Context: an optimization exercise on an open-source flow, tuned for small area, a short achievable clock period and few clock cycles per item. The choices shown serve that exercise and are no tape-out recipe.
At most, simulation tests tie the RTL to the original design; equivalence was not proved.
No functional check of the RTL was part of runs 1, 4 and 5.
Power figures rest on the tool's default switching activity, not on a simulated workload.

--- flow/run.sh ---
#!/bin/bash
# synth_recipe.tcl (not shown) runs the flow's synth.tcl, then flattens the netlist and writes it again
# the make line also repeats each setting of config.mk as NAME=value (left out here)
make -C /OpenROAD-flow-scripts/flow DESIGN_CONFIG=/design/flow/config.mk WORK_HOME=/design/flow/orfs CLKGATE_MAP_FILE= SYNTH_SCRIPT=/design/flow/synth_recipe.tcl finish
--- flow/config.mk ---
export PLATFORM = sky130hd
export DESIGN_NAME = kalman_filter_v3
export DESIGN_NICKNAME = kalman_filter_v3
export VERILOG_FILES = /design/flow/design.v
export SDC_FILE = /design/flow/constraint.sdc
export NUM_CORES = 4
export LEC_CHECK = 0
export CAP_MARGIN = 20
export CORE_MARGIN = 2
export CORE_UTILIZATION = 40
export PLACE_DENSITY = 0.6
export SLEW_MARGIN = 20
--- flow/constraint.sdc ---
create_clock -name core_clock -period 12.0 [get_ports {clk}]
set_input_delay 2.4000 -clock core_clock [delete_from_list [all_inputs] [get_ports {clk}]]
set_output_delay 2.4000 -clock core_clock [all_outputs]
set_load 0.01 [all_outputs]
--- flow/design.v ---
module divider_48cycle (
  input  [30:0] rem,
  input  [30:0] divisor,
  input         b1,
  input         b2,
  output        q1,
  output        q2,
  output [30:0] rem_next
);
  wire [31:0] a  = {1'b0, rem} - {1'b0, divisor};
  wire [30:0] c0 = {rem[29:0], b1};
  wire [31:0] b0 = {1'b0, c0} - {1'b0, divisor};
  wire [33:0] e1 = {2'b0, rem, b1} - {2'b0, divisor, 1'b0} - {3'b0, divisor};
  assign q1 = ~a[31];
  wire q2_0 = ~b0[31];
  wire q2_1 = a[30] ? (~e1[33] & (e1[32] | e1[31])) : ~e1[33];
  assign q2 = q1 ? q2_1 : q2_0;
  reg [29:0] hi;
  always @(*) begin
    case ({q1, q2})
      2'b00:   hi = c0[29:0];
      2'b01:   hi = b0[29:0];
      2'b10:   hi = {a[28:0], b1};
      default: hi = e1[29:0];
    endcase
  end
  assign rem_next = {hi, b2};
endmodule
module kalman_filter_v3 (
  input  wire               clk,
  input  wire               rstn,
  input  wire               valid,
  input  wire signed [31:0] I_data_x,
  output wire signed [31:0] O_filter_data_x,
  output reg                finish
);
  localparam [31:0] QV = 32'h0000_1999;
  localparam [2:0] S_IDLE  = 3'd0;
  localparam [2:0] S_RV    = 3'd1;
  localparam [2:0] S_FAST  = 3'd2;
  localparam [2:0] S_VN    = 3'd3;
  localparam [2:0] S_SLOW1 = 3'd4;
  localparam [2:0] S_SLOW2 = 3'd5;
  localparam [2:0] S_F     = 3'd6;
  localparam [2:0] S_FIN   = 3'd7;
  reg [2:0]  st;
  reg [5:0]  t;
  reg [31:0] x0, xe0, xe1, pe0, pe1, pe2, pe3;
  reg        cx0, cx1, cp0, cp1, cp2, cp3;
  reg [31:0] d, e;
  reg [2:0]  rc;
  reg [30:0] vd, rem0, rem2;
  reg        sg0, sg2, fastok, neg;
  reg        u31_0, unz_0, u31_2, unz_2;
  reg [47:0] s_x0, c_x0, s_x1, c_x1;
  reg [47:0] s_p0, c_p0, s_p1, c_p1, s_p2, c_p2, s_p3, c_p3;
  wire gt40 = d[31] ? (d < (32'h0 - 32'h0028_0000)) : (d > 32'h0028_0000);
  wire gt20 = d[31] ? (d < (32'h0 - 32'h0014_0000)) : (d > 32'h0014_0000);
  wire gt10 = d[31] ? (d < (32'h0 - 32'h000a_0000)) : (d > 32'h000a_0000);
  wire gt5  = d[31] ? (d < (32'h0 - 32'h0005_0000)) : (d > 32'h0005_0000);
  wire gt0  = |d;
  wire [2:0] rc_n = gt40 ? 3'd1 : gt20 ? 3'd2 : gt10 ? 3'd3 :
                    gt5  ? 3'd4 : gt0  ? 3'd5 : 3'd0;
  wire       vn   = (st == S_VN);
  wire [2:0] code = vn ? rc : rc_n;
  reg  [31:0] rv;
  always @(*) begin
    case ({vn, code})
      4'h1:    rv = 32'h03e8_0000;
      4'h2:    rv = 32'h07d0_0000;
      4'h3:    rv = 32'h0bb8_0000;
      4'h4:    rv = 32'h0fa0_0000;
      4'h5:    rv = 32'h1388_0000;
      4'h9:    rv = 32'hfc18_0001;
      4'ha:    rv = 32'hf830_0001;
      4'hb:    rv = 32'hf448_0001;
      4'hc:    rv = 32'hf060_0001;
      4'hd:    rv = 32'hec78_0001;
      4'h8, 4'he, 4'hf: rv = 32'h0000_0001;
      default: rv = 32'h0000_0000;
    endcase
  end
  wire [31:0] dsum = (pe0 ^ {32{vn}}) + rv;
  wire [30:0] dm0 = pe0[31] ? (~pe0[30:0] + 31'd1) : pe0[30:0];
  wire [30:0] dm2 = pe2[31] ? (~pe2[30:0] + 31'd1) : pe2[30:0];
  wire [31:0] nv0 = {pe0[30], dm0};
  wire [31:0] nv2 = {pe2[30], dm2};
  wire slow = (st == S_SLOW1) | (st == S_SLOW2);
  wire b1_0 = slow & ~t[5] & nv0[{~t[4:1], 1'b1}];
  wire b2_0 = slow & ~t[5] & nv0[{~t[4:1], 1'b0}];
  wire b1_2 = slow & ~t[5] & nv2[{~t[4:1], 1'b1}];
  wire b2_2 = slow & ~t[5] & nv2[{~t[4:1], 1'b0}];
  wire q1_0, q2_0, q1_2, q2_2;
  wire [30:0] rn0, rn2;
  divider_48cycle u_d0 (.rem(rem0), .divisor(vd), .b1(b1_0), .b2(b2_0),
                        .q1(q1_0), .q2(q2_0), .rem_next(rn0));
  divider_48cycle u_d2 (.rem(rem2), .divisor(vd), .b1(b1_2), .b2(b2_2),
                        .q1(q1_2), .q2(q2_2), .rem_next(rn2));
  wire early = (st == S_SLOW2) & (t < 6'd16);
  wire da0 = early ? u31_0 : q1_0;
  wire db0 = early ? u31_0 : q2_0;
  wire da2 = early ? u31_2 : q1_2;
  wire db2 = early ? u31_2 : q2_2;
  wire sp0 = sg0 & ~(u31_0 & ~unz_0);
  wire sp2 = sg2 & ~(u31_2 & ~unz_2);
  function [95:0] acc_step;
    input [47:0] s;
    input [47:0] c;
    input [31:0] m;
    input        ng;
    input        da;
    input        db;
    reg   [32:0] ms;
    reg   [47:0] a, b, r, s1, c1, r2;
    begin
      ms = {m[31], m} ^ {33{ng}};
      r  = {14'b0, ~(da & ms[32]), da ? ms[31:0] : 32'b0, 1'b0};
      a  = {s[45:0], da & ng, db & ng};
      b  = {c[45:0], 2'b0};
      s1 = a ^ b ^ r;
      c1 = ((a & b) | (a & r) | (b & r)) << 1;
      r2 = {15'b0, ~(db & ms[32]), db ? ms[31:0] : 32'b0};
      acc_step = {s1 ^ c1 ^ r2, (((s1 & c1) | (s1 & r2) | (c1 & r2)) << 1)};
    end
  endfunction
  wire clr = (st == S_RV) | ((st == S_SLOW1) & (t == 6'd46));
  always @(posedge clk) begin
    if (clr) begin
      {s_x0, c_x0} <= 96'b0; {s_x1, c_x1} <= 96'b0;
      {s_p0, c_p0} <= 96'b0; {s_p1, c_p1} <= 96'b0;
      {s_p2, c_p2} <= 96'b0; {s_p3, c_p3} <= 96'b0;
    end else begin
      {s_x0, c_x0} <= acc_step(s_x0, c_x0, e,   sp0, da0, db0);
      {s_x1, c_x1} <= acc_step(s_x1, c_x1, e,   sp2, da2, db2);
      {s_p0, c_p0} <= acc_step(s_p0, c_p0, pe0, sp0, da0, db0);
      {s_p1, c_p1} <= acc_step(s_p1, c_p1, pe1, sp0, da0, db0);
      {s_p2, c_p2} <= acc_step(s_p2, c_p2, pe0, sp2, da2, db2);
      {s_p3, c_p3} <= acc_step(s_p3, c_p3, pe1, sp2, da2, db2);
    end
  end
  wire [16:0] l_x0 = {1'b0, s_x0[15:0]} + {1'b0, c_x0[15:0]};
  wire [16:0] l_x1 = {1'b0, s_x1[15:0]} + {1'b0, c_x1[15:0]};
  wire [16:0] l_p0 = {1'b0, s_p0[15:0]} + {1'b0, c_p0[15:0]};
  wire [16:0] l_p1 = {1'b0, s_p1[15:0]} + {1'b0, c_p1[15:0]};
  wire [16:0] l_p2 = {1'b0, s_p2[15:0]} + {1'b0, c_p2[15:0]};
  wire [16:0] l_p3 = {1'b0, s_p3[15:0]} + {1'b0, c_p3[15:0]};
  wire abort = (t == 6'd32) & (~fastok | q1_0 | q1_2);
  always @(posedge clk) begin
    if (!rstn) begin
      st  <= S_IDLE;
      t   <= 6'd0;
      finish <= 1'b0;
      x0  <= 32'h0;
      xe0 <= 32'h0;
      xe1 <= 32'h0;
      pe0 <= 32'h000a_1999;
      pe1 <= 32'h0005_0000;
      pe2 <= 32'h0005_0000;
      pe3 <= 32'h0005_1999;
      cx0 <= 1'b0;
    end else begin
      finish <= 1'b0;
      case (st)
        S_IDLE: if (valid) st <= S_RV;
        S_RV: begin
          st <= S_FAST;
          t  <= 6'd32;
        end
        S_FAST: begin
          if (abort) begin
            st <= neg ? S_VN : S_SLOW1;
            t  <= 6'd0;
          end else begin
            t <= t + 6'd2;
            if (t == 6'd46) st <= S_F;
          end
        end
        S_VN: st <= S_SLOW1;
        S_SLOW1: begin
          t <= (t == 6'd46) ? 6'd0 : t + 6'd2;
          if (t == 6'd46) st <= S_SLOW2;
        end
        S_SLOW2: begin
          t <= t + 6'd2;
          if (t == 6'd46) st <= S_F;
        end
        S_F: begin
          st <= S_FIN;
          finish <= 1'b1;
          x0  <= xe0 + s_x0[47:16] + c_x0[47:16] + 32'h0001_0000;
          xe1 <= xe1 + s_x1[47:16] + c_x1[47:16] + 32'h0001_0000;
          pe0 <= pe0 + ~s_p0[47:16] + ~c_p0[47:16] + 32'hffff_0001;
          pe1 <= pe1 + ~s_p1[47:16] + ~c_p1[47:16] + 32'hffff_0001;
          pe2 <= pe2 + ~s_p2[47:16] + ~c_p2[47:16] + 32'hffff_0001;
          pe3 <= pe3 + ~s_p3[47:16] + ~c_p3[47:16] + 32'hffff_0001;
          cx0 <= l_x0[16];
        end
        S_FIN: begin
          st  <= S_IDLE;
          x0  <= x0 + {31'b0, cx0};
          xe1 <= xe1 + {31'b0, cx1};
          xe0 <= x0 + xe1 + {31'b0, cx0} + {31'b0, cx1};
          pe0 <= pe0 + pe1 + pe2 + pe3 + QV + {31'b0, cp0} + {31'b0, cp1}
                 + {31'b0, cp2} + {31'b0, cp3};
          pe1 <= pe1 + pe3 + {31'b0, cp1} + {31'b0, cp3};
          pe2 <= pe2 + pe3 + {31'b0, cp2} + {31'b0, cp3};
          pe3 <= pe3 + QV + {31'b0, cp3};
          cx0 <= 1'b0;
        end
        default: st <= S_IDLE;
      endcase
    end
  end
  always @(posedge clk) begin
    if (st == S_IDLE) begin
      d <= x0 - I_data_x;
      e <= I_data_x - xe0;
    end
    if (st == S_RV) begin
      rc     <= rc_n;
      sg0    <= pe0[31] ^ dsum[31];
      sg2    <= pe2[31] ^ dsum[31];
      neg    <= dsum[31];
      fastok <= ~pe0[30] & ~pe2[30] & ~dsum[31] & ~dsum[30];
      u31_0  <= 1'b0;
      u31_2  <= 1'b0;
      unz_0  <= 1'b0;
      unz_2  <= 1'b0;
    end
    if (st == S_RV || st == S_VN) vd <= dsum[30:0];
    if (st == S_RV) begin
      rem0 <= dm0;
      rem2 <= dm2;
    end
    if (st == S_FAST || slow) begin
      rem0 <= rn0;
      rem2 <= rn2;
    end
    if ((st == S_FAST && abort) || (st == S_SLOW1 && t == 6'd46)) begin
      rem0 <= 31'b0;
      rem2 <= 31'b0;
    end
    if (st == S_SLOW1) begin
      if (t == 6'd16) begin
        u31_0 <= q1_0;
        u31_2 <= q1_2;
        unz_0 <= q2_0;
        unz_2 <= q2_2;
      end
      if (t > 6'd16) begin
        unz_0 <= unz_0 | q1_0 | q2_0;
        unz_2 <= unz_2 | q1_2 | q2_2;
      end
    end
    if (st == S_F) begin
      cx1 <= l_x1[16];
      cp0 <= ~l_p0[16];
      cp1 <= ~l_p1[16];
      cp2 <= ~l_p2[16];
      cp3 <= ~l_p3[16];
    end
  end
  assign O_filter_data_x = x0 + {31'b0, cx0};
endmodule
==> results of run 1 <==
state kept, by name (all words and copies together), names as in the netlist, 48 cells and up:
signal  flops
s_p0       48
s_p1       48
s_p2       48
s_p3       48
s_x0       48
s_x1       48
worst min path at each step:
stage	startpoint	end	slack, ps	depth (start not counted)
after floorplan	xe0[16]$_SDFFE_PN0P_	xe0[16]$_SDFFE_PN0P_	430	2
after global placement	xe0[16]$_SDFFE_PN0P_	xe0[16]$_SDFFE_PN0P_	440	2
after detailed placement	xe0[16]$_SDFFE_PN0P_	xe0[16]$_SDFFE_PN0P_	450	2
after CTS	xe0[16]$_SDFFE_PN0P_	xe0[16]$_SDFFE_PN0P_	460	2
after global routing	xe0[16]$_SDFFE_PN0P_	xe0[16]$_SDFFE_PN0P_	500	2
final	xe0[16]$_SDFFE_PN0P_	xe0[16]$_SDFFE_PN0P_	460	2
metrics by stage:
step	hold WS [ps]	utilization, %
after floorplan	432	-
after global placement	444	42.0
after detailed placement	446	42.0
after CTS	461	43.9
after global routing	503	43.9
final	456	43.9
report_power, final:
| part | switching [W] | total, W | internal [W] |
|---|---|---|---|
| combinational | 0.0104 | 0.0180 | 0.00759 |
| clock | 0.00159 | 0.00386 | 0.00227 |
| sequential | 0.000771 | 0.00513 | 0.00435 |
cell usage in the layout (no fill, tap or decap), types with 100 or more instances in the layout:
cell type,Yosys,layout
nand2b_1,119,119
a21oi_1,669,667
nor3_1,139,138
edfxtp_1,107,107
o21ai_0,456,452
nand2_1,750,747
clkbuf_16,0,123
ha_1,1153,1153
buf_4,13,100
xnor2_1,590,590
xor2_1,236,236
dfxtp_1,870,867
fa_1,638,638
a21o_1,273,271
nor2b_1,285,285
inv_1,872,868
a211oi_1,130,130
nor2_1,957,954
nand3_1,166,166
worst max-delay path, stage by stage, from the launching register on:
cell and delay (ps):
dfxtp_1 510, or3_1 510, or4_1 500, nor2_1 170, nand3_1 130, o41ai_1 340, xnor2_1 210, a211oi_1 110
a2111oi_0 520, nor3_1 150, inv_1 80, ha_1 250, nor2b_1 80, o21ai_0 310, o221ai_1 310, a211oi_1 600
o22ai_1 220, o41a_1 410, a21oi_1 190, a21oi_1 120, nand2_1 210, o21a_1 300, a21oi_4 80, buf_4 320
buf_4 410, nand2_1 230, fa_1 450, nor2b_1 140
layer usage:
layer | track usage, % | vias to the layer above
li1 | - | 34500
met1 | 30.1 | 35200
met2 | 40.4 | 2072
met3 | 2.97 | 550
met4 | 11.0 | 4
met5 | 0 | -
kinds of logic after synthesis:
family          after synthesis  share of synthesized area (%)
xor+xnor                    827                           8.17
compound gates             2309                           16.9
buf+inv                    1255                           5.42
flops                       977                           23.2
mux                          87                           1.06
fa+ha+maj                  1791                           30.6
simple gates               2782                           14.5
area by class of cell:
type | count | area [µm²]
diodes | 3 | 7.51
fillers | 21400 | 123000
clock buffers | 175 | 3450
well taps | 2958 | 3700
repair buffers | 169 | 1470
clock inverters | 48 | 649
flip-flops and latches | 977 | 20600
multi-input cells | 7796 | 63400
inverters | 879 | 3300
==> qor.csv, run 1 <==
stage;metric;value;unit
placement;post-dp-hpwl;206;mm
cts;cts-htree-levels;3;
grt;grt_use_total;23.8;%
cts;cts_buffer_depth;3;
hold_path;hp-class;reg -> reg;
sta;hold_violations;0;
cts;cts_hold_buf;0;
sta;slew_viol_final;0;
setup_path;crit_start;pe0[9]$_SDFFE_PN0P_;
setup_path;path_class;reg -> reg;
sta;slew-limit-headroom;14.9;%
cts;post_cts_buffers;0;
sta;clock_skew;36.3;ps
cells_and_area;finalInstanceArea;96700;µm²
sta;finalCritPeriodShare;67.8;%
floorplanning;start_util;40.3;%
placement;io_buffers;67;
logic_synthesis;ys_top_cells_by_area;dfxtp_1 (20%), ha_1 (16%), fa_1 (14%), xnor2_1 (5.8%), nor2_1 (4.0%);
grt;grt_max_degree;201;
setup_path;start_kind;flip-flop;
detailed_routing;dr_wl_met2;129;mm
detailed_routing;m1WireLength;116;mm
grt;grt_pass1_vias;73200;
logic_synthesis;yosysUniqueCellTypes;98;
sta;fin_tns_setup;0;ps
placement;placed_area;92600;µm²
cts;path_clk_slew;60;ps
floorplanning;die_h;475;µm
job;maxCapViolCount;0;
pwr;leakagePower;42.5;nW
logic_synthesis;synthArstFlopShare;0;%
grt;grt_pass1_wl;421;mm
detailed_routing;wl;273;mm
grt;grt_antenna_before_repair;3;
sta;fin_ws;3860;ps
sta;rsz0062_at_grt;no;
detailed_routing;postRouteAntennaNets;0;
outcome;status;finished clean;
logic_synthesis;synth_top_area_share;19.6;%
logic_synthesis;synthTopCellsByCount;ha_1 (1,153), nor2_1 (957), inv_1 (872);
sta;period_needed;8140;ps
cts;numClockSinks;977;
cells_and_area;layout.nets;11800;
logic_synthesis;synth.avg_cell_area;8.85;µm²
logic_synthesis;synth_area_leader_cell;dfxtp_1;
logic_synthesis;synth_ff_type;dfxtp_1;
setup_path;r2r_cells;27;
detailed_routing;wl_per_cell;21.0;µm
logic_synthesis;synth_edf_count;107;
detailed_routing;drc_errors;0;
cells_and_area;drive_above_1_share;4.34;%
detailed_routing;dr.first_iter.drc_count;4934;
logic_synthesis;ys_seq_elements;977;
sta;setup_violations;0;
cells_and_area;areaGrowthSynthToFinish;8.92;%
detailed_routing;wl_met3;14.7;mm
setup_path;arrival;8760;ps
setup_path;rrSetupSlack;3860;ps
pwr;ir_worst_vdd;0.000204;V
floorplanning;pin_count;68;
setup_path;crit-reg2reg-capture;s_x0[32]$_SDFF_PP0_;
setup_path;end_kind;flip-flop;
pwr;power;0.0270;W
detailed_routing;dr.pass1.iters;7;
setup_path;path_max_fanout;46;
placement;placed_cells;12800;
floorplanning;die_area;226000;µm²
floorplanning;core-area;220000;µm²
detailed_routing;top_layer_used;met5;
detailed_routing;vias;72300;
cts;clock-root-buffer;clkbuf_16;
logic_synthesis;yosysMostFrequentCell;ha_1;
logic_synthesis;syn_nets;11900;
pwr;power_density;280;nW/µm²
cts;numCtsBuffers;119;
setup_path;required;12620;ps
sta;fmax;123;MHz
grt;overflow;0;
logic_synthesis;ys_warn_count;2;
floorplanning;num_rows;172;
logic_synthesis;ys_seq_area_share;23.2;%
logic_synthesis;synth_cells;10000;
logic_synthesis;syn_area;88800;µm²
detailed_routing;via_per_inst;5.56;
placement;gp_congestion;0.945;
setup_path;cp-endpoint;s_x0[32]$_SDFF_PP0_;
placement;preCtsSetupSlack;3960;ps
floorplanning;die_w;475;µm
cts;clk_latency;800;ps
cts;cts_resized;0;
setup_path;r2r_start;pe0[9]$_SDFFE_PN0P_;
cells_and_area;stdcell_count;13000;
sta;tightest_slew;1270;ps
cts;cts_tree;done;
==> inputs of run 2 (changes only) <==
--- a/flow/design.v
+++ b/flow/design.v
@@ -48,7 +48,6 @@
   reg [31:0] x0, xe0, xe1, pe0, pe1, pe2, pe3;
   reg        cx0, cx1, cp0, cp1, cp2, cp3;
   reg [31:0] d, e;
-  reg [2:0]  rc;
   reg [30:0] vd, rem0, rem2;
   reg        sg0, sg2, fastok, neg;
   reg        u31_0, unz_0, u31_2, unz_2;
@@ -59,37 +58,27 @@
   wire gt10 = d[31] ? (d < (32'h0 - 32'h000a_0000)) : (d > 32'h000a_0000);
   wire gt5  = d[31] ? (d < (32'h0 - 32'h0005_0000)) : (d > 32'h0005_0000);
   wire gt0  = |d;
-  wire [2:0] rc_n = gt40 ? 3'd1 : gt20 ? 3'd2 : gt10 ? 3'd3 :
-                    gt5  ? 3'd4 : gt0  ? 3'd5 : 3'd0;
-  wire       vn   = (st == S_VN);
-  wire [2:0] code = vn ? rc : rc_n;
-  reg  [31:0] rv;
-  always @(*) begin
-    case ({vn, code})
-      4'h1:    rv = 32'h03e8_0000;
-      4'h2:    rv = 32'h07d0_0000;
-      4'h3:    rv = 32'h0bb8_0000;
-      4'h4:    rv = 32'h0fa0_0000;
-      4'h5:    rv = 32'h1388_0000;
-      4'h9:    rv = 32'hfc18_0001;
-      4'ha:    rv = 32'hf830_0001;
-      4'hb:    rv = 32'hf448_0001;
-      4'hc:    rv = 32'hf060_0001;
-      4'hd:    rv = 32'hec78_0001;
-      4'h8, 4'he, 4'hf: rv = 32'h0000_0001;
-      default: rv = 32'h0000_0000;
-    endcase
-  end
-  wire [31:0] dsum = (pe0 ^ {32{vn}}) + rv;
+  wire [15:0] rv_hi = gt40 ? 16'h03e8 : gt20 ? 16'h07d0 : gt10 ? 16'h0bb8 :
+                      gt5  ? 16'h0fa0 : gt0  ? 16'h1388 : 16'h0000;
+  wire [31:0] dsum = {pe0[31:16] + rv_hi, pe0[15:0]};
+  wire [30:0] vneg = ~vd + 31'd1;
   wire [30:0] dm0 = pe0[31] ? (~pe0[30:0] + 31'd1) : pe0[30:0];
   wire [30:0] dm2 = pe2[31] ? (~pe2[30:0] + 31'd1) : pe2[30:0];
   wire [31:0] nv0 = {pe0[30], dm0};
   wire [31:0] nv2 = {pe2[30], dm2};
   wire slow = (st == S_SLOW1) | (st == S_SLOW2);
-  wire b1_0 = slow & ~t[5] & nv0[{~t[4:1], 1'b1}];
-  wire b2_0 = slow & ~t[5] & nv0[{~t[4:1], 1'b0}];
-  wire b1_2 = slow & ~t[5] & nv2[{~t[4:1], 1'b1}];
-  wire b2_2 = slow & ~t[5] & nv2[{~t[4:1], 1'b0}];
+  reg  bq1_0, bq2_0, bq1_2, bq2_2;
+  wire [5:0] tn = (slow && t != 6'd46) ? t + 6'd2 : 6'd0;
+  always @(posedge clk) begin
+    bq1_0 <= ~tn[5] & nv0[{~tn[4:1], 1'b1}];
+    bq2_0 <= ~tn[5] & nv0[{~tn[4:1], 1'b0}];
+    bq1_2 <= ~tn[5] & nv2[{~tn[4:1], 1'b1}];
+    bq2_2 <= ~tn[5] & nv2[{~tn[4:1], 1'b0}];
+  end
+  wire b1_0 = slow & bq1_0;
+  wire b2_0 = slow & bq2_0;
+  wire b1_2 = slow & bq1_2;
+  wire b2_2 = slow & bq2_2;
   wire q1_0, q2_0, q1_2, q2_2;
   wire [30:0] rn0, rn2;
   divider_48cycle u_d0 (.rem(rem0), .divisor(vd), .b1(b1_0), .b2(b2_0),
@@ -217,7 +206,6 @@
       e <= I_data_x - xe0;
     end
     if (st == S_RV) begin
-      rc     <= rc_n;
       sg0    <= pe0[31] ^ dsum[31];
       sg2    <= pe2[31] ^ dsum[31];
       neg    <= dsum[31];
@@ -227,7 +215,8 @@
       unz_0  <= 1'b0;
       unz_2  <= 1'b0;
     end
-    if (st == S_RV || st == S_VN) vd <= dsum[30:0];
+    if (st == S_RV) vd <= dsum[30:0];
+    if (st == S_VN) vd <= vneg;
     if (st == S_RV) begin
       rem0 <= dm0;
       rem2 <= dm2;
==> qor.csv, run 2 <==
stage;metric;value;unit;change
cts;clk_latency;810;ps;about the same
floorplanning;core-area;222000;µm²;+0.68%
pwr;leakagePower;42.5;nW;about the same
floorplanning;pin_count;68;;unchanged
sta;tightest_slew;1120;ps;-144 ps
placement;gp_congestion;0.938;;-0.75%
logic_synthesis;synth_top_area_share;19.7;%;+0.045 points
floorplanning;die_area;226000;µm²;+0.23%
setup_path;required;12660;ps;+40 ps
detailed_routing;wl_per_cell;21.3;µm;+1.4%
detailed_routing;vias;72700;;+0.66%
cells_and_area;finalInstanceArea;97500;µm²;+0.83%
cts;cts_resized;0;;unchanged
cts;cts_hold_buf;0;;unchanged
grt;grt_pass1_vias;74600;;+1.9%
setup_path;arrival;8470;ps;-290 ps
detailed_routing;wl;278;mm;+1.8%
logic_synthesis;synthTopCellsByCount;ha_1 (1,146), nor2_1 (980), inv_1 (882);;
cts;cts-htree-levels;4;;+1
cells_and_area;areaGrowthSynthToFinish;9.57;%;
setup_path;start_kind;flip-flop;;
setup_path;crit-reg2reg-capture;s_x0[31]$_SDFF_PP0_;;
logic_synthesis;syn_area;89000;µm²;+0.23%
sta;setup_violations;0;;unchanged
cts;path_clk_slew;60;ps;about the same
logic_synthesis;synth_cells;10000;;+0.090%
logic_synthesis;ys_warn_count;2;;unchanged
logic_synthesis;synth_area_leader_cell;dfxtp_1;;
cells_and_area;final_cell_mix;ha_1 (1,146), nor2_1 (975), inv_1 (881), dfxtp_1 (872), nand2_1 (761);;
sta;fmax;128;MHz;+4.2%
setup_path;cp-endpoint;s_x0[31]$_SDFF_PP0_;;
detailed_routing;dr.pass1.iters;6;;-1
setup_path;r2r_start;vd[1]$_DFFE_PP_;;
sta;slew-limit-headroom;24.4;%;+9.5 points
setup_path;rrSetupSlack;4190;ps;+330 ps
grt;grt_use_total;24.6;%;+0.72 points
setup_path;crit_start;vd[1]$_DFFE_PP_;;
detailed_routing;postRouteAntennaNets;0;;unchanged
placement;placed_area;92900;µm²;+0.33%
sta;rsz0062_at_grt;no;;
logic_synthesis;synth_edf_count;104;;-2.8%
floorplanning;die_w;476;µm;+0.11%
logic_synthesis;yosysMostFrequentCell;ha_1;;
logic_synthesis;syn_nets;11900;;+0.025%
sta;hold_violations;0;;unchanged
logic_synthesis;ys_seq_area_share;23.2;%;-0.064 points
cts;numCtsBuffers;130;;+9.2%
sta;slew_viol_final;0;;unchanged
detailed_routing;dr.first_iter.drc_count;4756;;-3.6%
floorplanning;die_h;476;µm;+0.11%
cells_and_area;layout.nets;11800;;+0.20%
logic_synthesis;ys_top_cells_by_area;dfxtp_1 (20%), ha_1 (16%), fa_1 (14%), xnor2_1 (5.7%), nor2_1 (4.1%);;
grt;grt_antenna_before_repair;7;;+4
floorplanning;start_util;40.1;%;-0.18 points
logic_synthesis;yosysUniqueCellTypes;98;;unchanged
sta;fin_tns_setup;0;ps;unchanged
logic_synthesis;synth_ff_type;dfxtp_1;;
placement;io_buffers;67;;unchanged
pwr;power_density;277;nW/µm²;-0.79%
floorplanning;num_rows;173;;+0.58%
cts;post_cts_buffers;0;;unchanged
cells_and_area;drive_above_1_share;4.93;%;+0.59 points
cts;clock-root-buffer;clkbuf_16;;
placement;post-dp-hpwl;211;mm;+2.4%
detailed_routing;via_per_inst;5.57;;+0.29%
detailed_routing;drc_errors;0;;unchanged
sta;finalCritPeriodShare;65.1;%;-2.7 points
cts;numClockSinks;978;;+0.10%
outcome;status;finished clean;;
sta;period_needed;7810;ps;-327 ps
grt;overflow;0;;unchanged
cts;cts_buffer_depth;3;;unchanged
sta;clock_skew;26.4;ps;-9.86 ps
pwr;ir_worst_vdd;0.000184;V;-9.7%
job;maxCapViolCount;0;;unchanged
grt;grt_max_degree;155;;-23%
setup_path;end_kind;flip-flop;;
logic_synthesis;ys_seq_elements;978;;+0.10%
setup_path;r2r_cells;24;;-11%
grt;grt_pass1_wl;432;mm;+2.6%
hold_path;hp-class;reg -> reg;;
setup_path;path_max_fanout;60;;+30%
logic_synthesis;synth.avg_cell_area;8.86;µm²;+0.14%
cells_and_area;layout_commonest_cell;ha_1;;
logic_synthesis;synthArstFlopShare;0;%;unchanged
cts;cts_tree;done;;
setup_path;path_class;reg -> reg;;
[run 2: cell types whose count changed in the layout (fill, tap and decap cells not counted), moves of 18 or more]
| cell | before | now |
|---|---|---|
| mux2_2 | 17 | 42 |
| a21boi_0 | 13 | 32 |
| a21oi_1 | 667 | 638 |
| a31oi_1 | 64 | 92 |
| o21ai_0 | 452 | 405 |
| a221oi_1 | 43 | 61 |
| nand3_1 | 166 | 147 |
| o221ai_1 | 48 | 18 |
| a211oi_1 | 130 | 110 |
| xor2_1 | 236 | 213 |
| nor2_1 | 954 | 975 |
[run 2: area by class of cell]
cell class                 instances  area (µm²)
clock inverter                    53         785
timing repair buffer             167        1470
fill                           21600      124000
tap                             2975        3720
antenna                            2        5.00
sequential                       978       20600
clock buffer                     184        3780
multi-input combinational       7808       63700
inverter                         886        3330
[run 2: worst min-delay path by stage]
stage,endpoint,cells past startpoint,from,slack [ps]
detailed placement,xe0[0]$_SDFFE_PN0P_,2,xe0[0]$_SDFFE_PN0P_,480
finish,rem2[30]$_SDFFE_PP0P_,2,rem2[30]$_SDFFE_PP0P_,500
CTS,rem2[30]$_SDFFE_PP0P_,2,rem2[30]$_SDFFE_PP0P_,500
floorplan,cx0$_SDFFE_PN0P_,2,cx0$_SDFFE_PN0P_,440
global route,xe0[14]$_SDFFE_PN0P_,2,xe0[14]$_SDFFE_PN0P_,520
global placement,rem2[30]$_SDFFE_PP0P_,2,rem2[30]$_SDFFE_PP0P_,480
[run 2: power by group]
group,internal [W],total (W),switching [W]
combinational,0.00720,0.0177,0.0105
clock,0.00250,0.00422,0.00171
sequential,0.00433,0.00510,0.000769
[run 2: critical path, stage by stage (launching register included)]
cell	delay, ps
edfxtp_1	470
inv_1	480
ha_1	340
nor2b_1	130
o21a_1	170
o21ai_0	260
a21oi_1	150
a41oi_1	530
a21boi_0	230
o21a_1	220
nor2_1	120
xnor2_1	100
ha_1	330
nand4_1	140
a221oi_1	420
a31oi_1	330
o31a_1	420
o21ai_2	330
nand2_2	220
a31oi_4	190
buf_4	360
buf_4	700
nand2_1	250
fa_1	590
nor2_1	50
[run 2: stage by stage]
stage | setup slack [ps] | utilization [%] | cells | total power (W) | hold slack [ps]
floorplan | 6210 | - | 10000 | 0.0183 | 439
global placement | 4390 | 41.9 | 12800 | 0.0223 | 475
detailed placement | 4320 | 41.9 | 12800 | 0.0226 | 476
CTS | 4300 | 44.0 | 13100 | 0.0270 | 498
global route | 3710 | 44.0 | 13100 | 0.0296 | 521
finish | 4190 | 44.0 | 13100 | 0.0270 | 496
[run 2: cell families (layout without fill, tap and decap cells)]
family                   after synthesis  in the layout  synth area share, %
XOR/XNOR                             797            797                 7.85
adder cells (fa/ha/maj)             1785           1785                 30.5
AND/OR/NAND/NOR                     2839           2839                 14.8
other                                  0              2                    0
flip-flops                           978            978                 23.2
buffers and inverters               1251           1290                 5.36
AO/OA/AOI/OAI                       2256           2256                 16.6
multiplexers                         131            131                 1.67
[run 2: per-layer routing]
metal | global-route usage, % | vias up | wire length, µm
met5 | 0 | - | 0
met4 | 12.0 | 0 | 14500
met3 | 3.04 | 530 | 13900
met2 | 41.8 | 2007 | 131000
met1 | 30.7 | 35600 | 118000
li1 | - | 34600 | -
Testbench counts of run 2, summed over its fixed seeds: cycles 28,800, items 2,400.
==> inputs of run 3 (changes only) <==
--- a/flow/config.mk
+++ b/flow/config.mk
@@ -9,4 +9,6 @@
 export CORE_MARGIN = 2
 export CORE_UTILIZATION = 40
 export PLACE_DENSITY = 0.6
+export SETUP_SLACK_MARGIN = 5
 export SLEW_MARGIN = 20
+export TNS_END_PERCENT = 100
==> qor.csv, run 3 <==
stage;metric;value;unit;change
outcome;status;finished clean;;
detailed_routing;dr_wl_met2;131;mm;about the same
sta;tightest_slew;1130;ps;+7.11 ps
grt;grt_use_total;24.6;%;about the same
logic_synthesis;ys_seq_elements;978;;unchanged
sta;rsz0062_at_grt;no;;
hold_path;hp-class;reg -> reg;;
cts;cts_tree;done;;
setup_path;rrSetupSlack;5310;ps;+1130 ps
setup_path;end_kind;flip-flop;;
detailed_routing;postRouteAntennaNets;0;;unchanged
floorplanning;start_util;40.1;%;unchanged
logic_synthesis;syn_area;89000;µm²;unchanged
placement;post-dp-hpwl;211;mm;unchanged
logic_synthesis;synth_top_area_share;19.7;%;unchanged
floorplanning;die_w;476;µm;unchanged
pwr;p_switching;0.0131;W;+0.60%
sta;fmax;150;MHz;+17%
detailed_routing;dr.first_iter.drc_count;4964;;+4.4%
cells_and_area;nFillCells;21600;;-0.13%
grt;grt_pass1_vias;74700;;+0.078%
cells_and_area;areaGrowthSynthToFinish;9.85;%;
cells_and_area;final_cell_mix;ha_1 (1,146), nor2_1 (975), inv_1 (880), dfxtp_1 (872), nand2_1 (761);;
pwr;power_frac_seq;18.8;%;about the same
detailed_routing;top_layer_used;met4;;
sta;finalCritPeriodShare;55.7;%;-9.4 points
logic_synthesis;yosys.area_share.adder;30.5;%;unchanged
placement;gp_congestion;0.938;;unchanged
pwr;ir_worst_vdd;0.000182;V;-1.1%
logic_synthesis;synth.avg_cell_area;8.86;µm²;unchanged
floorplanning;pin_count;68;;unchanged
cts;clock-root-buffer;clkbuf_16;;
sta;hold_violations;0;;unchanged
placement;placed_area;92900;µm²;unchanged
cells_and_area;drive_above_1_share;5.15;%;+0.21 points
logic_synthesis;ys_seq_area_share;23.2;%;unchanged
logic_synthesis;yosys.area_share.simple;14.8;%;unchanged
cts;cts-htree-levels;4;;unchanged
cts;cts_buffer_depth;3;;unchanged
logic_synthesis;synth_xor_area_share;7.85;%;unchanged
job;maxCapViolCount;0;;unchanged
setup_path;path_max_fanout;38;;-37%
cells_and_area;finalInstanceArea;97700;µm²;+0.26%
logic_synthesis;yosysMostFrequentCell;ha_1;;
sta;setup_violations;0;;unchanged
sta;slew-limit-headroom;24.0;%;-0.48 points
grt;grt_max_degree;155;;unchanged
cts;numCtsBuffers;130;;unchanged
pwr;clkPwrFrac;15.5;%;about the same
cts;clk_latency;810;ps;about the same
logic_synthesis;synth_cells;10000;;unchanged
logic_synthesis;synth.area.mux_share;1.67;%;unchanged
detailed_routing;wl_per_cell;21.3;µm;+0.17%
detailed_routing;dr.pass1.iters;6;;unchanged
sta;fin_tns_setup;0;ps;unchanged
detailed_routing;vias;72900;;+0.15%
cts;cts_hold_buf;0;;unchanged
logic_synthesis;ys_warn_count;2;;unchanged
logic_synthesis;ys_top_cells_by_area;dfxtp_1 (20%), ha_1 (16%), fa_1 (14%), xnor2_1 (5.7%), nor2_1 (4.1%);;
detailed_routing;wl;279;mm;+0.26%
logic_synthesis;synthArstFlopShare;0;%;unchanged
cts;numClockSinks;978;;unchanged
setup_path;required;12640;ps;-20 ps
sta;clock_skew;28.1;ps;+1.71 ps
detailed_routing;drc_errors;0;;unchanged
logic_synthesis;synth-compound-area-share;16.6;%;unchanged
detailed_routing;m1WireLength;118;mm;about the same
setup_path;arrival;7330;ps;-1140 ps
grt;overflow;0;;unchanged
cts;path_clk_slew;60;ps;about the same
pwr;leakagePower;42.6;nW;+0.23%
placement;io_buffers;67;;unchanged
logic_synthesis;syn_nets;11900;;unchanged
setup_path;path_class;reg -> reg;;
floorplanning;num_rows;173;;unchanged
pwr;p_int;0.0141;W;+0.58%
pwr;power_density;278;nW/µm²;+0.33%
cells_and_area;layout.nets;11800;;+0.093%
sta;slew_viol_final;0;;unchanged
logic_synthesis;synth_area_leader_cell;dfxtp_1;;
cells_and_area;layout_commonest_cell;ha_1;;
floorplanning;die_h;476;µm;unchanged
floorplanning;die_area;226000;µm²;unchanged
logic_synthesis;synth_ff_type;dfxtp_1;;
logic_synthesis;yosysUniqueCellTypes;98;;unchanged
grt;grt_pass1_wl;432;mm;about the same
setup_path;start_kind;flip-flop;;
pwr;p_sw_share;48.1;%;about the same
logic_synthesis;synthTopCellsByCount;ha_1 (1,146), nor2_1 (980), inv_1 (882);;
logic_synthesis;synth_top_family_by_area;adder cells;;
grt;grt_antenna_before_repair;7;;unchanged
detailed_routing;via_per_inst;5.58;;about the same
pwr;p_comb_share;65.7;%;+0.2 points
floorplanning;core-area;222000;µm²;unchanged
detailed_routing;wl_met3;14.4;mm;+3.9%
logic_synthesis;synth_edf_count;104;;unchanged
sta;period_needed;6690;ps;-1130 ps
run 3: worst paths after layout:
path | startpoint | to | depth (start not counted)
hold / removal | rem2[30]$_SDFFE_PP0P_ | rem2[30]$_SDFFE_PP0P_ | 2
setup / recovery | vd[1]$_DFFE_PP_ | s_x1[15]$_SDFF_PP0_ | 26
hold reg to reg | rem2[30]$_SDFFE_PP0P_ | rem2[30]$_SDFFE_PP0P_ | 2
setup reg to reg | vd[1]$_DFFE_PP_ | s_x1[15]$_SDFF_PP0_ | 26
run 3: cells by family (layout without fill, tap and decap cells):
| kind of cell | count (synthesis) | after routing |
|---|---|---|
| simple gates | 2839 | 2839 |
| compound gates | 2256 | 2256 |
| fa+ha+maj | 1785 | 1785 |
| buf+inv | 1251 | 1301 |
| flops | 978 | 978 |
| xor+xnor | 797 | 797 |
| mux | 131 | 131 |
| other cells | 0 | 3 |
run 3: per-stage QoR:
stage	util, %	std cells	hold slack (ps)	setup WS (ps)	total power (W)
after CTS	44.0	13100	498	5020	0.0271
final	44.1	13100	495	5310	0.0272
after global routing	44.1	13100	521	4980	0.0297
after detailed placement	41.9	12800	476	4320	0.0226
after global placement	41.9	12800	475	4390	0.0223
after floorplan	-	10000	439	6210	0.0183
run 3: area by class of cell:
class | instances | area (µm²) | share of cell area [%]
multi-input cells | 7808 | 63800 | 65.3
clock buffers | 184 | 3780 | 3.87
repair buffers | 178 | 1640 | 1.68
flip-flops and latches | 978 | 20600 | 21.1
diodes | 3 | 7.51 | 0.00768
well taps | 2975 | 3720 | 3.81
inverters | 886 | 3340 | 3.41
clock inverters | 53 | 785 | 0.803
run 3: power by group through the flow:
stage               Clock [W]  Combinational [W]  Sequential (W)
finish                0.00422             0.0179         0.00510
global route          0.00443             0.0201         0.00521
CTS                   0.00429             0.0177         0.00510
detailed placement          0             0.0175         0.00516
global placement            0             0.0172         0.00515
floorplan                   0             0.0134         0.00486
run 3: critical path, stage by stage, from the launching register on:
cell	delay, ps
edfxtp_1	480
clkinvlp_4	220
buf_12	170
buf_4	160
fa_1	460
a211oi_1	260
nor2_1	130
o21ai_0	270
o21ba_2	220
o21ai_0	150
xnor2_1	180
ha_1	380
nand3_1	90
a21boi_0	250
a211o_1	170
a31o_2	170
a41oi_2	70
o31ai_4	350
nand4_1	230
a21o_2	350
mux2i_1	180
buf_4	180
a21oi_4	60
clkbuf_8	300
or2_1	350
fa_1	540
nor2_1	40
run 3: repair_timing:
| item | CTS | global route |
|---|---|---|
| buffers inserted | 4 | 6 |
| pin swaps | 0 | 2 |
| setup endpoints to repair | 322 | 325 |
| gates resized for setup | 11 | 17 |
| gates cloned | 0 | 1 |
run 3: metal layers:
layer	vias up	GRT usage, %
met3	528	3.02
met4	0	12.0
met5	-	0
met1	35600	30.7
met2	2098	41.8
li1	34600	-
==> inputs of run 4 (changes only) <==
--- a/flow/design.v
+++ b/flow/design.v
@@ -42,11 +42,10 @@
   localparam [2:0] S_SLOW1 = 3'd4;
   localparam [2:0] S_SLOW2 = 3'd5;
   localparam [2:0] S_F     = 3'd6;
-  localparam [2:0] S_FIN   = 3'd7;
   reg [2:0]  st;
   reg [5:0]  t;
   reg [31:0] x0, xe0, xe1, pe0, pe1, pe2, pe3;
-  reg        cx0, cx1, cp0, cp1, cp2, cp3;
+  reg        cp0, cp1, cp2, cp3, pend;
   reg [31:0] d, e;
   reg [30:0] vd, rem0, rem2;
   reg        sg0, sg2, fastok, neg;
@@ -134,11 +133,14 @@
   wire [16:0] l_p2 = {1'b0, s_p2[15:0]} + {1'b0, c_p2[15:0]};
   wire [16:0] l_p3 = {1'b0, s_p3[15:0]} + {1'b0, c_p3[15:0]};
   wire abort = (t == 6'd32) & (~fastok | q1_0 | q1_2);
+  wire [31:0] x0_n = xe0 + s_x0[47:16] + c_x0[47:16] + 32'h0001_0000 + {31'b0, l_x0[16]};
+  wire last = (t == 6'd46) & ((st == S_FAST) | (st == S_SLOW2));
   always @(posedge clk) begin
     if (!rstn) begin
       st  <= S_IDLE;
       t   <= 6'd0;
       finish <= 1'b0;
+      pend <= 1'b0;
       x0  <= 32'h0;
       xe0 <= 32'h0;
       xe1 <= 32'h0;
@@ -146,11 +148,21 @@
       pe1 <= 32'h0005_0000;
       pe2 <= 32'h0005_0000;
       pe3 <= 32'h0005_1999;
-      cx0 <= 1'b0;
     end else begin
-      finish <= 1'b0;
+      finish <= last;
       case (st)
-        S_IDLE: if (valid) st <= S_RV;
+        S_IDLE: begin
+          if (valid) st <= S_RV;
+          if (pend) begin
+            pend <= 1'b0;
+            xe0 <= x0 + xe1;
+            pe0 <= pe0 + pe1 + pe2 + pe3 + QV + {31'b0, cp0} + {31'b0, cp1}
+                   + {31'b0, cp2} + {31'b0, cp3};
+            pe1 <= pe1 + pe3 + {31'b0, cp1} + {31'b0, cp3};
+            pe2 <= pe2 + pe3 + {31'b0, cp2} + {31'b0, cp3};
+            pe3 <= pe3 + QV + {31'b0, cp3};
+          end
+        end
         S_RV: begin
           st <= S_FAST;
           t  <= 6'd32;
@@ -174,27 +186,14 @@
           if (t == 6'd46) st <= S_F;
         end
         S_F: begin
-          st <= S_FIN;
-          finish <= 1'b1;
-          x0  <= xe0 + s_x0[47:16] + c_x0[47:16] + 32'h0001_0000;
-          xe1 <= xe1 + s_x1[47:16] + c_x1[47:16] + 32'h0001_0000;
+          st   <= S_IDLE;
+          pend <= 1'b1;
+          x0  <= x0_n;
+          xe1 <= xe1 + s_x1[47:16] + c_x1[47:16] + 32'h0001_0000 + {31'b0, l_x1[16]};
           pe0 <= pe0 + ~s_p0[47:16] + ~c_p0[47:16] + 32'hffff_0001;
           pe1 <= pe1 + ~s_p1[47:16] + ~c_p1[47:16] + 32'hffff_0001;
           pe2 <= pe2 + ~s_p2[47:16] + ~c_p2[47:16] + 32'hffff_0001;
           pe3 <= pe3 + ~s_p3[47:16] + ~c_p3[47:16] + 32'hffff_0001;
-          cx0 <= l_x0[16];
-        end
-        S_FIN: begin
-          st  <= S_IDLE;
-          x0  <= x0 + {31'b0, cx0};
-          xe1 <= xe1 + {31'b0, cx1};
-          xe0 <= x0 + xe1 + {31'b0, cx0} + {31'b0, cx1};
-          pe0 <= pe0 + pe1 + pe2 + pe3 + QV + {31'b0, cp0} + {31'b0, cp1}
-                 + {31'b0, cp2} + {31'b0, cp3};
-          pe1 <= pe1 + pe3 + {31'b0, cp1} + {31'b0, cp3};
-          pe2 <= pe2 + pe3 + {31'b0, cp2} + {31'b0, cp3};
-          pe3 <= pe3 + QV + {31'b0, cp3};
-          cx0 <= 1'b0;
         end
         default: st <= S_IDLE;
       endcase
@@ -203,7 +202,7 @@
   always @(posedge clk) begin
     if (st == S_IDLE) begin
       d <= x0 - I_data_x;
-      e <= I_data_x - xe0;
+      e <= I_data_x - x0 - xe1;
     end
     if (st == S_RV) begin
       sg0    <= pe0[31] ^ dsum[31];
@@ -242,12 +241,11 @@
       end
     end
     if (st == S_F) begin
-      cx1 <= l_x1[16];
       cp0 <= ~l_p0[16];
       cp1 <= ~l_p1[16];
       cp2 <= ~l_p2[16];
       cp3 <= ~l_p3[16];
     end
   end
-  assign O_filter_data_x = x0 + {31'b0, cx0};
+  assign O_filter_data_x = x0_n;
 endmodule
==> qor.csv, run 4 <==
stage;metric;value;unit;change
cells_and_area;areaGrowthSynthToFinish;10.3;%;
placement;post-dp-hpwl;195;mm;-7.6%
cells_and_area;layout_commonest_cell;ha_1;;
detailed_routing;wl;259;mm;-6.9%
detailed_routing;via_per_inst;5.50;;-1.4%
floorplanning;pin_count;68;;unchanged
setup_path;slowest_stage;dfxtp_4;;
grt;grt_antenna_before_repair;11;;+4
setup_path;end_kind;output pin;;
cells_and_area;post-route-util;44.4;%;+0.30 points
logic_synthesis;synth_ff_type;dfxtp_1;;
sta;fmax;121;MHz;-19%
logic_synthesis;synthArstFlopShare;0;%;unchanged
setup_path;path_max_fanout;3;;-92%
cells_and_area;nFillCells;21100;;-2.2%
sta;hold_violations;0;;unchanged
sta;tightest_slew;1200;ps;+67.1 ps
sta;slew_viol_final;0;;unchanged
cts;cts_hold_buf;0;;unchanged
cells_and_area;drive_above_1_share;6.23;%;+1.1 points
detailed_routing;wl_per_cell;20.2;µm;-5.1%
grt;grt_use_total;23.2;%;-1.4 points
pwr;p_int;0.0139;W;-1.8%
detailed_routing;drc_errors;0;;unchanged
grt;overflow;0;;unchanged
job;maxCapViolCount;0;;unchanged
pwr;power_density;271;nW/µm²;-2.7%
sta;clock_skew;40.2;ps;+12.1 ps
sta;setup_violations;0;;unchanged
sta;fin_tns_setup;0;ps;unchanged
pwr;clkPwrFrac;14.3;%;-1.2 points
logic_synthesis;yosysUniqueCellTypes;101;;+3.1%
logic_synthesis;ys_seq_area_share;23.6;%;+0.39 points
cells_and_area;layout.nets;11700;;-0.80%
grt;grt_pass1_wl;408;mm;-5.5%
grt;grt_pass1_vias;71900;;-3.7%
logic_synthesis;ys_seq_elements;977;;-0.10%
cells_and_area;regArea;20600;µm²;-0.14%
outcome;status;finished clean;;
cts;clock-root-buffer;clkbuf_16;;
logic_synthesis;yosysMostFrequentCell;ha_1;;
placement;io_buffers;67;;unchanged
logic_synthesis;syn_nets;11700;;-1.4%
pwr;p_sw_share;46.9;%;-1.2 points
floorplanning;die_h;471;µm;-0.89%
setup_path;max_stage_delay;350;ps;-190 ps
cells_and_area;stdcell_count;12800;;-1.9%
logic_synthesis;synth.avg_cell_area;8.88;µm²;+0.18%
logic_synthesis;ys_top_cells_by_area;dfxtp_1 (20%), ha_1 (16%), fa_1 (15%), xnor2_1 (5.3%), nor2_1 (4.0%);;
floorplanning;start_util;40.2;%;+0.097 points
detailed_routing;dr.first_iter.drc_count;5183;;+4.4%
floorplanning;core-area;217000;µm²;-2.0%
detailed_routing;dr.pass1.iters;13;;+7
placement;gp_congestion;0.923;;-1.7%
setup_path;required;9600;ps;-3040 ps
hold_path;hp-class;reg -> reg;;
detailed_routing;vias;70400;;-3.3%
pwr;power_frac_seq;19.2;%;+0.4 points
detailed_routing;postRouteAntennaNets;0;;unchanged
cells_and_area;final_cell_mix;ha_1 (1,144), nor2_1 (917), inv_1 (894), dfxtp_1 (871), nand2_1 (829);;
sta;slew-limit-headroom;20.1;%;-3.8 points
floorplanning;die_w;471;µm;-0.89%
logic_synthesis;synth_area_leader_cell;dfxtp_1;;
sta;period_needed;8230;ps;+1540 ps
cts;cts-htree-levels;3;;-1
setup_path;start_kind;flip-flop;;
cts;clk_latency;790;ps;-20 ps
cts;path_clk_slew;60;ps;about the same
logic_synthesis;synth_top_area_share;20.0;%;+0.36 points
logic_synthesis;synthTopCellsByCount;ha_1 (1,148), nor2_1 (921), inv_1 (897);;
cts;cts_tree;done;;
logic_synthesis;syn_area;87400;µm²;-1.8%
floorplanning;die_area;222000;µm²;-1.8%
sta;rsz0062_at_grt;yes;;
grt;grt_max_degree;202;;+30%
cts;numCtsBuffers;119;;-8.5%
cts;cts_buffer_depth;3;;unchanged
pwr;leakagePower;42.8;nW;+0.57%
cells_and_area;multiInputGateArea;62800;µm²;-1.7%
cts;numClockSinks;977;;-0.10%
logic_synthesis;synth_cells;9840;;-2.0%
sta;finalCritPeriodShare;68.6;%;+13 points
pwr;p_comb_share;66.5;%;+0.8 points
logic_synthesis;ys_warn_count;2;;unchanged
setup_path;path_class;reg -> out;;
floorplanning;num_rows;171;;-1.2%
sta;whs;456;ps;-39.6 ps
pwr;p_switching;0.0122;W;-6.4%
placement;placed_cells;12500;;-2.3%
logic_synthesis;synth_edf_count;103;;-0.96%
pwr;ir_worst_vdd;0.000208;V;+14%
setup_path;arrival;5830;ps;-1500 ps
-- run 4: final cells by class --
class / instances / share of cell area (%)
antenna: 4 / 0.0104
inverter: 902 / 3.53
tap: 2854 / 3.70
multi-input combinational: 7616 / 65.1
timing repair buffer: 240 / 2.18
clock buffer: 155 / 3.44
clock inverter: 69 / 0.645
sequential: 977 / 21.4
-- run 4: critical path: cells and delay by family (launching register included) --
| family | cells | cell delay (ps) |
|---|---|---|
| AOI/OAI and AO/OA | 20 | 3220 |
| buffers and inverters | 2 | 260 |
| adders and majority gates | 4 | 930 |
| DFF | 1 | 350 |
| and+or+nand+nor | 4 | 300 |
-- run 4: through the flow --
step | setup slack (ps) | total power [W] | instance area, µm²
after CTS | 3560 | 0.0258 | 95700
after floorplan | 5010 | 0.0176 | 87400
after detailed placement | 3030 | 0.0217 | 91200
after global routing | 3490 | 0.0288 | 96400
after global placement | 2890 | 0.0214 | 91200
final | 3770 | 0.0261 | 96400
-- run 4: power by group through the flow --
stage | Sequential, W | Combinational [W] | Clock [W]
2_1_floorplan | 0.00486 | 0.0128 | 0
6_report | 0.00502 | 0.0174 | 0.00372
3_3_place_gp | 0.00507 | 0.0163 | 0
3_5_place_dp | 0.00508 | 0.0167 | 0
4_1_cts | 0.00502 | 0.0170 | 0.00380
5_1_grt | 0.00513 | 0.0197 | 0.00391
-- run 4: final timing paths --
path                        start                   end  slack [ps]  depth (start not counted)
min          xe0[16]$_SDFFE_PN0P_  xe0[16]$_SDFFE_PN0P_         460                          2
min reg2reg  xe0[16]$_SDFFE_PN0P_  xe0[16]$_SDFFE_PN0P_         460                          2
max            s_x0[2]$_SDFF_PP0_   O_filter_data_x[31]        3770                         30
max reg2reg       vd[0]$_DFFE_PP_   s_x1[24]$_SDFF_PP0_        5200                         30
-- run 4: kinds of logic (layout without fill, tap and decap cells) --
kind of cell             Yosys count  after routing  synth area share, %
XOR/XNOR                         794            794                 7.96
AO/OA/AOI/OAI                   2208           2209                 16.2
other                              0              4                    0
buffers and inverters           1248           1366                 5.43
adder cells (fa/ha/maj)         1816           1816                 31.7
multiplexers                      30             30                0.464
flip-flops                       977            977                 23.6
AND/OR/NAND/NOR                 2767           2767                 14.6
-- run 4: metal layers --
layer	track usage, %	share of wire, %
met4	7.70	3.5
met2	37.7	45
met5	0	0
met1	31.8	46
met3	2.69	5.5
-- run 4: repair_timing --
action,CTS,global route
buffers inserted,27,40
endpoints found under the setup margin,413,369
gates resized for setup,168,79
cloned,1,2
pin swaps,52,54
==> inputs of run 5 (changes only) <==
--- a/flow/config.mk
+++ b/flow/config.mk
@@ -7,8 +7,8 @@
 export LEC_CHECK = 0
 export CAP_MARGIN = 20
 export CORE_MARGIN = 2
-export CORE_UTILIZATION = 40
-export PLACE_DENSITY = 0.6
+export CORE_UTILIZATION = 55
+export PLACE_DENSITY = 0.7
 export SETUP_SLACK_MARGIN = 5
 export SLEW_MARGIN = 20
 export TNS_END_PERCENT = 100
==> qor.csv, run 5 <==
stage;metric;value;unit;change
pwr;p_comb_share;66.3;%;-0.2 points
pwr;ir_worst_vdd;0.000206;V;-0.90%
placement;preCtsSetupSlack;3240;ps;+209 ps
detailed_routing;drc_errors;0;;unchanged
logic_synthesis;ys_seq_elements;977;;unchanged
logic_synthesis;synth_edf_count;103;;unchanged
logic_synthesis;synth.area.mux_share;0.464;%;unchanged
floorplanning;start_util;55.3;%;+15 points
job;maxCapViolCount;0;;unchanged
cts;numClockSinks;977;;unchanged
cells_and_area;layout_commonest_cell;ha_1;;
grt;grt_max_degree;225;;+11%
setup_path;end_kind;flip-flop;;
floorplanning;core-area;158000;µm²;-27%
logic_synthesis;yosysMostFrequentCell;ha_1;;
sta;fin_tns_setup;0;ps;unchanged
pwr;power_density;277;nW/µm²;+2.2%
outcome;status;finished clean;;
grt;grt_antenna_before_repair;5;;-6
sta;slew-limit-headroom;21.6;%;+1.5 points
logic_synthesis;synth_ff_type;dfxtp_1;;
floorplanning;die_h;403;µm;-15%
hold_path;hp-class;reg -> reg;;
grt;overflow;0;;unchanged
pwr;clkPwrFrac;14.7;%;+0.4 points
floorplanning;die_area;162000;µm²;-27%
pwr;power_frac_seq;19.0;%;-0.2 points
grt;grt_pass1_vias;72500;;+0.88%
logic_synthesis;synth_cells;9840;;unchanged
logic_synthesis;ys_warn_count;2;;unchanged
detailed_routing;via_per_inst;5.90;;+7.3%
setup_path;start_kind;flip-flop;;
detailed_routing;postRouteAntennaNets;0;;unchanged
logic_synthesis;yosysUniqueCellTypes;101;;unchanged
setup_path;arrival;9090;ps;+3260 ps
cells_and_area;drive_above_1_share;6.42;%;+0.20 points
cts;cts_buffer_depth;3;;unchanged
logic_synthesis;yosys.area_share.simple;14.6;%;unchanged
cells_and_area;areaGrowthSynthToFinish;9.68;%;
cts;numCtsBuffers;118;;-0.84%
logic_synthesis;synthTopCellsByCount;ha_1 (1,148), nor2_1 (921), inv_1 (897);;
sta;rsz0062_at_grt;yes;;
pwr;leakagePower;43.0;nW;+0.37%
logic_synthesis;synth_top_area_share;20.0;%;unchanged
cts;clk_latency;780;ps;about the same
grt;grt_pass1_wl;400;mm;-1.9%
cts;path_clk_slew;60;ps;about the same
floorplanning;num_rows;146;;-15%
placement;gp_congestion;0.929;;+0.67%
detailed_routing;dr.pass1.iters;8;;-5
logic_synthesis;synth.avg_cell_area;8.88;µm²;unchanged
sta;slew_viol_final;0;;unchanged
setup_path;required;12630;ps;+3030 ps
logic_synthesis;synth_top_family_by_area;adder cells;;
cts;clock-root-buffer;clkbuf_16;;
pwr;p_int;0.0141;W;+2.0%
placement;post-dp-hpwl;189;mm;-3.0%
setup_path;slowest_stage;a211o_1;;
cells_and_area;layout.nets;11700;;+0.15%
logic_synthesis;yosys.area_share.adder;31.7;%;unchanged
setup_path;crit_buf_inv;27;;+25
sta;finalCritPeriodShare;70.5;%;+1.9 points
logic_synthesis;syn_area;87400;µm²;unchanged
logic_synthesis;synth_xor_area_share;7.96;%;unchanged
cts;cts_tree;done;;
logic_synthesis;syn_nets;11700;;unchanged
sta;clock_skew;46.9;ps;+6.66 ps
grt;grt_use_total;31.1;%;+7.9 points
setup_path;max_stage_delay;350;ps;about the same
sta;tightest_slew;1180;ps;-22.3 ps
logic_synthesis;synth-compound-area-share;16.2;%;unchanged
setup_path;path_max_fanout;2;;-1
cts;cts_hold_buf;0;;unchanged
sta;period_needed;8460;ps;+228 ps
sta;whs;478;ps;+22.6 ps
floorplanning;die_w;403;µm;-15%
logic_synthesis;ys_seq_area_share;23.6;%;unchanged
sta;hold_violations;0;;unchanged
detailed_routing;dr.first_iter.drc_count;5552;;+7.1%
setup_path;crit_top_cell;buf_4;;
detailed_routing;wl;253;mm;-2.5%
setup_path;path_delay_family;buffers and inverters;;
pwr;p_switching;0.0124;W;+1.2%
cells_and_area;final_cell_mix;ha_1 (1,142), nor2_1 (916), inv_1 (892), dfxtp_1 (871), nand2_1 (831);;
sta;setup_violations;0;;unchanged
setup_path;path_class;reg -> reg;;
detailed_routing;wl_per_cell;21.0;µm;+3.7%
logic_synthesis;ys_top_cells_by_area;dfxtp_1 (20%), ha_1 (16%), fa_1 (15%), xnor2_1 (5.3%), nor2_1 (4.0%);;
detailed_routing;vias;71100;;+0.90%
sta;fmax;118;MHz;-2.7%
logic_synthesis;synthArstFlopShare;0;%;unchanged
pwr;p_sw_share;46.7;%;-0.19 points
placement;io_buffers;67;;unchanged
sta;fin_ws;3540;ps;-228 ps
logic_synthesis;synth_area_leader_cell;dfxtp_1;;
cts;cts-htree-levels;3;;unchanged
floorplanning;pin_count;68;;unchanged
-- run 5: worst min-delay path, cell delays in order, from the launching register on --
cell and delay, ps:
dfxtp_1 310, nand2_1 60, a21oi_1 60
-- run 5: area by class of cell --
type                       count  area, µm²
clock inverter                70        881
clock buffer                 155       3340
timing repair buffer         260       2290
tap                         2072       2590
fill                       13400      62200
inverter                     902       3410
sequential                   977      20600
multi-input combinational   7615      62700
antenna                        1       2.50
-- run 5: cells by family after synthesis --
group / after synthesis
buffers and inverters: 1248
adder cells (fa/ha/maj): 1816
flip-flops: 977
XOR/XNOR: 794
AND/OR/NAND/NOR: 2767
multiplexers: 30
AO/OA/AOI/OAI: 2208
-- run 5: final timing paths --
path | startpoint | to | slack, ps | cells after the start
worst max-delay path | s_x0[2]$_SDFF_PP0_ | x0[27]$_SDFFE_PN0P_ | 3540 | 55
worst max register to register | s_x0[2]$_SDFF_PP0_ | x0[27]$_SDFFE_PN0P_ | 3540 | 55
worst min register to register | xe0[16]$_SDFFE_PN0P_ | xe0[16]$_SDFFE_PN0P_ | 480 | 2
worst min-delay path | xe0[16]$_SDFFE_PN0P_ | xe0[16]$_SDFFE_PN0P_ | 480 | 2
-- run 5: repair_timing --
| action | 4_1_cts | 5_1_grt |
|---|---|---|
| endpoints found under the hold margin | 0 | 0 |
| pin swaps | 58 | 58 |
| resized for setup | 169 | 74 |
| setup endpoints to repair | 401 | 407 |
| buffers inserted | 63 | 32 |
| cloned | 1 | 4 |
-- run 5: per-stage QoR --
stage / total power, W / cells / utilization (%) / instance area, µm²
final: 0.0265 / 12100 / 60.6 / 95800
after global routing: 0.0290 / 12100 / 60.6 / 95800
after detailed placement: 0.0217 / 11700 / 57.1 / 90200
after global placement: 0.0212 / 11700 / 57.1 / 90200
after CTS: 0.0261 / 12000 / 60.2 / 95200
after floorplan: 0.0176 / 9840 / - / 87400
-- run 5: power by group through the flow --
| stage | sequential (W) | combinational [W] | clock [W] |
|---|---|---|---|
| 2_1_floorplan | 0.00486 | 0.0128 | 0 |
| 3_3_place_gp | 0.00507 | 0.0162 | 0 |
| 3_5_place_dp | 0.00507 | 0.0166 | 0 |
| 4_1_cts | 0.00503 | 0.0171 | 0.00394 |
| 5_1_grt | 0.00514 | 0.0198 | 0.00406 |
| 6_report | 0.00504 | 0.0176 | 0.00389 |
-- run 5: routing by layer --
| metal | track usage [%] | up-vias | share of wire, % |
|---|---|---|---|
| li1 | - | 33600 | - |
| met1 | 42.4 | 34500 | 44 |
| met2 | 50.1 | 2394 | 45 |
| met3 | 3.79 | 511 | 6.7 |
| met4 | 12.7 | 0 | 4.3 |
| met5 | 0 | - | 0 |

## re-timing with driven ports
How much do the figures lean on ideal ports? The routed layouts below were timed once more, with nothing changed but the port constraints.
Step 1: set_driving_cell puts a clkbuf_16 on clk and a buf_2 on each other input, an assumption about the parent block.
Step 2 moves the port delays by t, midway between the first and last clock arrival at a register: inputs arrive t later, outputs are due t later. That takes back most of the time a late clock gives input paths.
a / b / c = ideal ports / drivers / drivers and shift; a / b = the first two.
| run | t (ns) | setup slack, ns | worst setup path after step 2 | slew at the worst register clock pin (ns) | worst data-port slew with drivers (ns) |
|---|---|---|---|---|---|
| run 1 | 0.869 | 3.859 / 3.859 / 3.859 | register to register | 0.07 / 0.07 | 0.10 |
| run 2 | 0.888 | 4.186 / 4.186 / 4.186 | register to register | 0.06 / 0.06 | 0.08 |
| run 3 | 0.889 | 5.312 / 5.277 / 5.178 | input to register | 0.06 / 0.06 | 0.08 |
| run 4 | 0.854 | 3.767 / 3.685 / 4.539 | register to output | 0.07 / 0.07 | 0.06 |
| run 5 | 0.837 | 3.539 / 3.539 / 3.539 | register to register | 0.07 / 0.07 | 0.05 |
After both steps every run listed still meets setup and hold. The setup slack of run 3, which loses most, moves by -0.035 ns with the drivers and by -0.134 ns with both steps.
